This is an optimization exercise on Yosys and OpenROAD, whose aim is a short achievable clock period and few clock cycles, not a production implementation. The RTL was checked by simulation tests, not by an equivalence proof against the original design.

==> design.v <==
module processor2(
	input  logic        clk,
	input  logic        rst,
	output logic [15:0] imem_addr,
	input  logic [17:0] imem_data,
	output logic [15:0] dmem_addr,
	output logic [15:0] dmem_wdata,
	output logic        dmem_we,
	input  logic [15:0] dmem_rdata
	);
	localparam logic [5:0] OP_ADD = 6'h00, OP_SUB = 6'h01, OP_LW = 6'h02, OP_SW = 6'h03,
		OP_AND = 6'h04, OP_OR = 6'h05, OP_NAND = 6'h06, OP_NOR = 6'h07, OP_XOR = 6'h08,
		OP_XNOR = 6'h09, OP_ANDN = 6'h0A, OP_ORN = 6'h0B, OP_NANDN = 6'h0C, OP_NORN = 6'h0D,
		OP_XNORN = 6'h0E, OP_XORN = 6'h0F, OP_SLT = 6'h10, OP_BEQ = 6'h11, OP_BNE = 6'h12,
		OP_MULT = 6'h14, OP_DIV = 6'h15, OP_MFHI = 6'h16, OP_MFLO = 6'h17, OP_ASR = 6'h1A,
		OP_LSLV = 6'h1B, OP_LSRV = 6'h1C, OP_J = 6'h1D, OP_JR = 6'h1E, OP_MOD = 6'h1F,
		OP_ADDI = 6'h33;
	logic [15:0] pc;             
	logic        iv;             
	logic [17:0] ir;
	logic [15:0] ipc;            
	logic [15:0] rf [1:15];
	logic [15:0] hi, lo;
	logic [15:0] m_addr, m_wdata;
	logic        m_we;
	logic        ld_pend;        
	logic [3:0]  ld_dst;
	logic        dv_pend;        
	logic        dv_mod;
	logic [3:0]  dv_dst;
	logic [15:0] dv_rem;         
	logic [7:0]  dv_qhi;         
	logic [7:0]  dv_xlo;         
	logic [15:0] dv_y;           
	assign imem_addr  = pc;
	assign dmem_addr  = m_addr;
	assign dmem_wdata = m_wdata;
	assign dmem_we    = m_we;
	logic [5:0] op;
	logic [3:0] fa, fb, fc;
	assign op = ir[17:12];
	assign fa = ir[11:8];
	assign fb = ir[7:4];
	assign fc = ir[3:0];
	logic is_alu, is_lw, is_sw, is_beq, is_bne, is_mult, is_div, is_mod, is_mfhi, is_mflo,
	      is_jr, is_addi, is_asr;
	assign is_alu  = (op <= OP_SLT && op != OP_LW && op != OP_SW) ||
	                 op == OP_ASR || op == OP_LSLV || op == OP_LSRV;
	assign is_lw   = op == OP_LW;
	assign is_sw   = op == OP_SW;
	assign is_beq  = op == OP_BEQ;
	assign is_bne  = op == OP_BNE;
	assign is_mult = op == OP_MULT;
	assign is_div  = op == OP_DIV;
	assign is_mod  = op == OP_MOD;
	assign is_mfhi = op == OP_MFHI;
	assign is_mflo = op == OP_MFLO;
	assign is_jr   = op == OP_JR;
	assign is_addi = op == OP_ADDI;
	assign is_asr  = op == OP_ASR;
	logic rd_a, rd_b;
	assign rd_a = is_alu || is_lw || is_sw || is_beq || is_bne || is_mult || is_div ||
	              is_mod || is_jr || is_addi;
	assign rd_b = (is_alu && !is_asr) || is_sw || is_beq || is_bne || is_mult || is_div || is_mod;
	logic [15:0] x, y;
	assign x = (fa == 4'd0) ? 16'd0 : rf[fa];
	assign y = (fb == 4'd0) ? 16'd0 : rf[fb];
	logic late_hit;
	assign late_hit = (ld_pend && ld_dst != 4'd0 &&
	                   ((rd_a && fa == ld_dst) || (rd_b && fb == ld_dst))) ||
	                  (dv_pend && dv_mod && dv_dst != 4'd0 &&
	                   ((rd_a && fa == dv_dst) || (rd_b && fb == dv_dst))) ||
	                  (dv_pend && !dv_mod && (is_mfhi || is_mflo));
	logic stall, go;
	assign stall = iv && late_hit;
	assign go    = iv && !late_hit;
	logic        cin;
	logic [15:0] bb, sum, alu;
	assign cin = op == OP_SUB || op == OP_ANDN || op == OP_ORN || op == OP_NANDN ||
	             op == OP_NORN || op == OP_XNORN || op == OP_XORN || op == OP_SLT;
	assign bb  = cin ? ~x : x;
	assign sum = y + bb + {15'd0, cin};
	always_comb begin
		case (op)
			OP_ADD, OP_SUB:    alu = sum;
			OP_SLT:            alu = {15'd0, sum[15]};
			OP_AND, OP_ANDN:   alu = y & bb;
			OP_OR, OP_ORN:     alu = y | bb;
			OP_NAND, OP_NANDN: alu = ~(y & bb);
			OP_NOR, OP_NORN:   alu = ~(y | bb);
			OP_XOR, OP_XORN:   alu = y ^ bb;
			OP_XNOR, OP_XNORN: alu = ~(y ^ bb);
			OP_ASR:            alu = {x[15], x[15:1]};
			OP_LSLV:           alu = x << y[3:0];
			OP_LSRV:           alu = x >> y[3:0];
			default:           alu = 16'd0;
		endcase
	end
	logic [15:0] addr;           
	assign addr = x + {12'd0, fc};
	logic        xw;
	logic [3:0]  xw_dst;
	logic [15:0] xw_val;
	always_comb begin
		xw     = go && (is_alu || is_addi || is_mfhi || is_mflo);
		xw_dst = (is_addi || is_mfhi || is_mflo) ? fb : fc;
		xw_val = is_addi ? addr : is_mfhi ? hi : is_mflo ? lo : alu;
	end
	logic [15:0] d1_rem;
	logic [7:0]  d1_q;
	always_comb begin
		logic [16:0] r;
		r = 17'd0;
		for (int i = 15; i >= 8; i--) begin
			r = {r[15:0], x[i]};
			if (r >= {1'b0, y}) begin
				r = r - {1'b0, y};
				d1_q[i-8] = 1'b1;
			end else
				d1_q[i-8] = 1'b0;
		end
		d1_rem = r[15:0];
	end
	logic [15:0] d2_rem;
	logic [7:0]  d2_q;
	always_comb begin
		logic [16:0] r;
		r = {1'b0, dv_rem};
		for (int i = 7; i >= 0; i--) begin
			r = {r[15:0], dv_xlo[i]};
			if (r >= {1'b0, dv_y}) begin
				r = r - {1'b0, dv_y};
				d2_q[i] = 1'b1;
			end else
				d2_q[i] = 1'b0;
		end
		d2_rem = r[15:0];
	end
	logic        eq, taken, mispred, redirect;
	logic [15:0] ipc1, btarget, rtarget;
	assign eq       = x == y;
	assign taken    = is_beq ? eq : !eq;
	assign ipc1     = ipc + 16'd1;
	assign btarget  = ipc1 + {{12{fc[3]}}, fc};
	assign mispred  = (is_beq && eq) || (is_bne && eq);
	assign redirect = go && (mispred || is_jr);
	assign rtarget  = is_jr ? x : is_beq ? btarget : ipc1;
	logic [15:0] pc1;
	assign pc1 = pc + 16'd1;
	logic [5:0] fop;
	logic [3:0] fimm;
	assign fop  = imem_data[17:12];
	assign fimm = imem_data[3:0];
	logic f_j, f_bne;
	assign f_j   = fop == OP_J;
	assign f_bne = fop == OP_BNE;
	logic [4:0]  bl;
	logic [11:0] bu_p, bu_m, bu;
	assign bl   = {1'b0, pc1[3:0]} + {1'b0, fimm};
	assign bu_p = pc1[15:4] + 12'd1;
	assign bu_m = pc1[15:4] - 12'd1;
	assign bu   = fimm[3] ? (bl[4] ? pc1[15:4] : bu_m) : (bl[4] ? bu_p : pc1[15:4]);
	logic [15:0] fnext;
	assign fnext = f_j ? {4'd0, imem_data[11:0]} : f_bne ? {bu, bl[3:0]} : pc1;
	always_ff @(posedge clk) begin
		if (rst) begin
			pc      <= 16'd0;
			iv      <= 1'b0;
			m_we    <= 1'b0;
			ld_pend <= 1'b0;
			dv_pend <= 1'b0;
		end else begin
			if (redirect) begin
				pc <= rtarget;
				iv <= 1'b0;
			end else if (!stall) begin
				pc  <= fnext;
				iv  <= 1'b1;
				ir  <= imem_data;
				ipc <= pc;
			end
			m_we    <= go && is_sw;
			ld_pend <= go && is_lw;
			dv_pend <= go && (is_div || is_mod);
		end
		if (go && (is_lw || is_sw)) begin
			m_addr  <= addr;
			m_wdata <= y;
		end
		if (go && is_lw) ld_dst <= fb;
		if (go && (is_div || is_mod)) begin
			dv_mod <= is_mod;
			dv_dst <= fc;
			dv_rem <= d1_rem;
			dv_qhi <= d1_q;
			dv_xlo <= x[7:0];
			dv_y   <= y;
		end
	end
	always_ff @(posedge clk) begin
		for (int r = 1; r < 16; r++) begin
			if (xw && xw_dst == 4'(r))
				rf[r] <= xw_val;
			else if (ld_pend && ld_dst == 4'(r))
				rf[r] <= dmem_rdata;
			else if (dv_pend && dv_mod && dv_dst == 4'(r))
				rf[r] <= d2_rem;
		end
	end
	always_ff @(posedge clk) begin
		if (go && is_mult)
			{hi, lo} <= {16'd0, x} * {16'd0, y};
		else if (dv_pend && !dv_mod) begin
			hi <= 16'd0;
			lo <= {dv_qhi, d2_q};
		end
	end
endmodule
==> run.sh <==
#!/bin/bash
# synth_recipe.tcl (not shown) runs the flow's synth.tcl, then flattens the netlist and writes it again
# the make line also repeats each setting of config.mk as NAME=value (left out here)
make -C /OpenROAD-flow-scripts/flow DESIGN_CONFIG=/design/flow/config.mk WORK_HOME=/design/flow/orfs CLKGATE_MAP_FILE= SYNTH_SCRIPT=/design/flow/synth_recipe.tcl finish
==> config.mk <==
export PLATFORM = sky130hd
export DESIGN_NAME = processor2
export DESIGN_NICKNAME = processor2
export VERILOG_FILES = /design/flow/design.v
export SDC_FILE = /design/flow/constraint.sdc
export NUM_CORES = 4
export LEC_CHECK = 0
export CAP_MARGIN = 20
export CORE_MARGIN = 2
export CORE_UTILIZATION = 40
export SLEW_MARGIN = 20
==> constraint.sdc <==
create_clock -name core_clock -period 100.0 [get_ports {clk}]
set_input_delay 20.0000 -clock core_clock [delete_from_list [all_inputs] [get_ports {clk}]]
set_output_delay 20.0000 -clock core_clock [all_outputs]
set_load 0.01 [all_outputs]
==> impl_table.tex <==
\begin{tabular}{lr}
\hline
Metric & Value \\
\hline
\multicolumn{2}{l}{\textbf{Synth}} \\
Number of standard cells after synthesis & 6,129 \\
Post-Syn Area & 51,500 um\^{}2 \\
Synth Area per Inst & 8.39 um\^{}2 \\
Number of synthesized register bits & 415 \\
Asr flop ratio synth & 0\% \\
Synth warn & 18 \\
Top\_reg\_cell synth & sky130\_fd\_sc\_hd\_\_edfxtp\_1 \\
Number of unique standard cell types used by synthesis & 126 \\
Post-synth EDFFs & 395 \\
Share of synthesized area occupied by flip-flops and latches & 23.8\% \\
Number of nets produced by synthesis & between 6,000 and 7,000 \\
\multicolumn{2}{l}{\textbf{Timing}} \\
Worst slew pin tran & 1320 ps \\
Final-report hold violation count & 0 \\
Minimum period implied by the final worst setup slack & 29,050 ps \\
Clock tree skew after final layout & approximately 38 ps \\
Relative slew margins & 12.2\% \\
Aggregate negative setup slack & 0 ps \\
Setup repair after global routing missed its margin & false \\
Pins Over Slew Limit & 0 \\
Number of endpoints failing setup at the final stage & 0 \\
Share of the cycle needed by the critical path after routing & between 20\% and 30\% \\
Max frequency & about 0.034 GHz \\
\multicolumn{2}{l}{\textbf{Route}} \\
Total wire length after detailed routing & 234,000 um \\
Total number of vias & 50,800 \\
Routed via count divided by cell count & roughly 6.5 \\
Drt pass-1 iters & 8 \\
DR DRC count & 0 \\
Remaining number of nets flagged by the antenna check after routing & 0 \\
Routed wirelength normalized by instance count & 30.1 um \\
Drt initial violations & 7,438 \\
\multicolumn{2}{l}{\textbf{Clock network}} \\
Clock-pin slew of the registers on the worst-case setup and hold paths & 60 ps \\
CTS Root Cell & sky130\_fd\_sc\_hd\_\_clkbuf\_16 \\
TritonCTS sink count & 415 \\
Gates resized, CTS repair & 0 \\
Maximum root-to-sink buffer count & 3 \\
Worst-Skew Late Latency & 700 ps \\
Hold-fix buffers at CTS & 0 \\
CTS tree & yes \\
CTS buffer count & 51 \\
Setup Fix Bufs, Post-CTS & 0 \\
Number of H-tree levels & 2 \\
\multicolumn{2}{l}{\textbf{Setup path}} \\
Data arrival time at the worst-slack endpoint & 29,450 ps \\
Largest fanout of any net on the critical path & 51 \\
Kind of launch point of the worst setup path & flop \\
Path type of the worst setup path & flop to flop \\
Worst reg2reg setup slack & 70,950 ps \\
Slowest stage cell on the critical path & sky130\_fd\_sc\_hd\_\_nor2b\_1 \\
Largest delay contributor family on the critical path & compound AO/OA/AOI/OAI gates \\
Crit-path max cell delay & $\sim$870 ps \\
Cell occurring most often along the worst timing path & sky130\_fd\_sc\_hd\_\_o21ai\_0 \\
Required time at the worst-slack endpoint & 100,400 ps \\
Type of destination of the critical path & flop \\
Worst path bufs/invs & 7 \\
\multicolumn{2}{l}{\textbf{Global routing}} \\
Total routing usage reported by global routing & 34.7\% \\
Global-route wire length before repair & 335,000 um \\
Initial antenna violation count & 7 \\
Largest net degree at the start of global routing & 64 \\
Remaining Overflow, GRT & 0 \\
Vias in the first global route & 47,600 \\
\multicolumn{2}{l}{\textbf{Place}} \\
Gpl congestion & 1.01 \\
HPWL after detailed placement & 166,000 um \\
Placed cell area & 54,700 um\^{}2 \\
PortBufs & 84 \\
Total instance count after detailed placement & 7,689 \\
\multicolumn{2}{l}{\textbf{Cells and area}} \\
Share of cells above drive strength 1 & a little under a tenth \\
Number of nets in the layout & slightly below 7,000 \\
Layout-stage area growth over the synthesis result & 9.88\% \\
Finished Cell Area & 56,500 um\^{}2 \\
Finished Layout Cells & just under 8,000 \\
Filler cell count in the final layout & 12,500 \\
\multicolumn{2}{l}{\textbf{Floorplanning}} \\
Floorplan die height & 363 um \\
\# rows & 131 \\
Total core area & 128,000 um\^{}2 \\
Boundary Pins & between 80 and 90 \\
Horizontal die dimension & 363 um \\
Full die area & 132,000 um\^{}2 \\
Initial core utilization & 40.3\% \\
\multicolumn{2}{l}{\textbf{Hold path}} \\
Type of the most critical hold path & flop to flop \\
\multicolumn{2}{l}{\textbf{Flow run}} \\
Max-capacitance violation count & 0 \\
\multicolumn{2}{l}{\textbf{Outcome}} \\
Run status & finished clean \\
\hline
\end{tabular}
-- final timing paths --
check         start        end  depth (start not counted)
max           ir[5]  dv_rem[7]                        114
min          pc[15]    ipc[15]                          0
max reg2reg   ir[5]  dv_rem[7]                        114
min reg2reg  pc[15]    ipc[15]                          0
-- layout by cell type, fill, tap and decap left out, types with 27 or more instances in the layout --
master / instances
sky130_fd_sc_hd__a211oi_1: 45
sky130_fd_sc_hd__a21boi_0: 29
sky130_fd_sc_hd__a21o_1: 80
sky130_fd_sc_hd__a21oi_1: 515
sky130_fd_sc_hd__a221oi_1: 43
sky130_fd_sc_hd__a22o_1: 30
sky130_fd_sc_hd__a22oi_1: 61
sky130_fd_sc_hd__a31oi_1: 30
sky130_fd_sc_hd__and2_1: 33
sky130_fd_sc_hd__and3_1: 89
sky130_fd_sc_hd__buf_4: 172
sky130_fd_sc_hd__clkbuf_16: 52
sky130_fd_sc_hd__clkdlybuf4s50_1: 84
sky130_fd_sc_hd__edfxtp_1: 395
sky130_fd_sc_hd__fa_1: 213
sky130_fd_sc_hd__ha_1: 438
sky130_fd_sc_hd__inv_1: 477
sky130_fd_sc_hd__mux2_2: 124
sky130_fd_sc_hd__mux2i_1: 71
sky130_fd_sc_hd__nand2_1: 624
sky130_fd_sc_hd__nand2b_1: 57
sky130_fd_sc_hd__nand3_1: 152
sky130_fd_sc_hd__nand4_1: 87
sky130_fd_sc_hd__nor2_1: 376
sky130_fd_sc_hd__nor2b_1: 80
sky130_fd_sc_hd__nor3_1: 123
sky130_fd_sc_hd__nor4_1: 27
sky130_fd_sc_hd__o211ai_1: 77
sky130_fd_sc_hd__o21a_1: 43
sky130_fd_sc_hd__o21ai_0: 367
sky130_fd_sc_hd__o21bai_1: 38
sky130_fd_sc_hd__o22ai_1: 49
sky130_fd_sc_hd__o31ai_1: 90
sky130_fd_sc_hd__or3_1: 103
sky130_fd_sc_hd__xnor2_1: 199
sky130_fd_sc_hd__xor2_1: 104
-- logic make-up (layout without fill, tap and decap cells) --
group / after synthesis / count (layout) / synth area share [%]
flip-flops: 415 / 415 / 23.8
buffers and inverters: 850 / 842 / 6.73
multiplexers: 210 / 210 / 4.56
adder cells (fa/ha/maj): 651 / 651 / 18.9
XOR/XNOR: 303 / 303 / 5.16
AND/OR/NAND/NOR: 1904 / 1904 / 18.0
other: 0 / 4 / 0
AO/OA/AOI/OAI: 1796 / 1796 / 22.8
-- layout make-up --
cell class / count / area, um^2 / area share (%)
multi-input cells: 4864 / 36400 / 64.3
flip-flops and latches: 415 / 12300 / 21.7
repair buffers: 258 / 2160 / 3.82
well taps: 1662 / 2080 / 3.68
inverters: 492 / 1850 / 3.28
clock buffers: 58 / 1320 / 2.34
clock inverters: 34 / 469 / 0.830
diodes: 4 / 10.0 / 0.0177
-- cell usage after synthesis (33+ instances only) --
library cell / count / area [um^2]
sky130_fd_sc_hd__nand2_1: 624 / 2340
sky130_fd_sc_hd__a21oi_1: 518 / 2590
sky130_fd_sc_hd__inv_1: 478 / 1790
sky130_fd_sc_hd__ha_1: 438 / 5480
sky130_fd_sc_hd__nor2_1: 401 / 1510
sky130_fd_sc_hd__edfxtp_1: 395 / 11900
sky130_fd_sc_hd__o21ai_0: 374 / 1870
sky130_fd_sc_hd__clkbuf_1: 258 / 968
sky130_fd_sc_hd__fa_1: 213 / 4260
sky130_fd_sc_hd__xnor2_1: 199 / 1740
sky130_fd_sc_hd__nand3_1: 153 / 766
sky130_fd_sc_hd__nor3_1: 125 / 626
sky130_fd_sc_hd__mux2_2: 124 / 1400
sky130_fd_sc_hd__xor2_1: 104 / 911
sky130_fd_sc_hd__or3_1: 103 / 644
sky130_fd_sc_hd__o31ai_1: 92 / 691
sky130_fd_sc_hd__and3_1: 89 / 557
sky130_fd_sc_hd__nand4_1: 87 / 544
sky130_fd_sc_hd__a21o_1: 80 / 601
sky130_fd_sc_hd__nor2b_1: 80 / 500
sky130_fd_sc_hd__o211ai_1: 77 / 578
sky130_fd_sc_hd__mux2i_1: 71 / 711
sky130_fd_sc_hd__a22oi_1: 61 / 458
sky130_fd_sc_hd__nand2b_1: 57 / 357
sky130_fd_sc_hd__o22ai_1: 49 / 307
sky130_fd_sc_hd__a211oi_1: 46 / 345
sky130_fd_sc_hd__a221oi_1: 44 / 385
sky130_fd_sc_hd__a31oi_1: 44 / 275
sky130_fd_sc_hd__o21a_1: 43 / 323
sky130_fd_sc_hd__buf_2: 41 / 205
sky130_fd_sc_hd__o21bai_1: 38 / 285
sky130_fd_sc_hd__and2_1: 33 / 206
-- stage by stage --
step | setup slack (ps) | hold WS, ps | util, %
after floorplan | 75640 | 428 | -
after global placement | 71950 | 539 | 42.8
after detailed placement | 71540 | 548 | 42.8
after CTS | 71390 | 557 | 44.2
after global routing | 68580 | 559 | 44.3
final | 70950 | 552 | 44.3
-- state kept, by name, indices dropped and copies added, names as in the netlist, 4 cells and up --
name     flops
rf         240
dv_y        16
lo          16
dv_xlo       8
ld_dst       4
dv_dst       4
m_addr      16
ipc         16
dv_qhi       8
m_wdata     16
hi          16
dv_rem      16
ir          18
pc          16
-- routing by layer --
metal	GRT usage, %	vias up	part of all wire [%]
li1	-	22200	-
met1	47.9	24700	41
met2	51.2	3175	42
met3	8.48	666	12
met4	15.5	2	5.4
met5	0	-	0.0047
Testbench counts, summed over its fixed seeds: cycles 30,345.

-- port drivers added, routing unchanged --
Ports are ideal in the flow. The routed layout listed here was re-timed in OpenROAD.
Step 1: set_driving_cell puts a clkbuf_16 on clk and a buf_2 on each other input, an assumption about the parent block.
Step 2, shift: input delay + t, output delay - t, t = (earliest + latest rising clock arrival at the registers) / 2. This alone moves slack from input paths to output paths.
a / b / c = no drivers / after step 1 / after step 2; a / b = the first two.
t (ns): 0.765
setup WS [ns]: 70.947 / 70.947 / 70.947
worst data-port slew with drivers (ns): 0.11
cell pins on the clock port's net: 1
After both steps setup and hold are still met in this run. For this run, drivers alone change the setup slack by 0.000 ns; drivers and shift together by 0.000 ns.
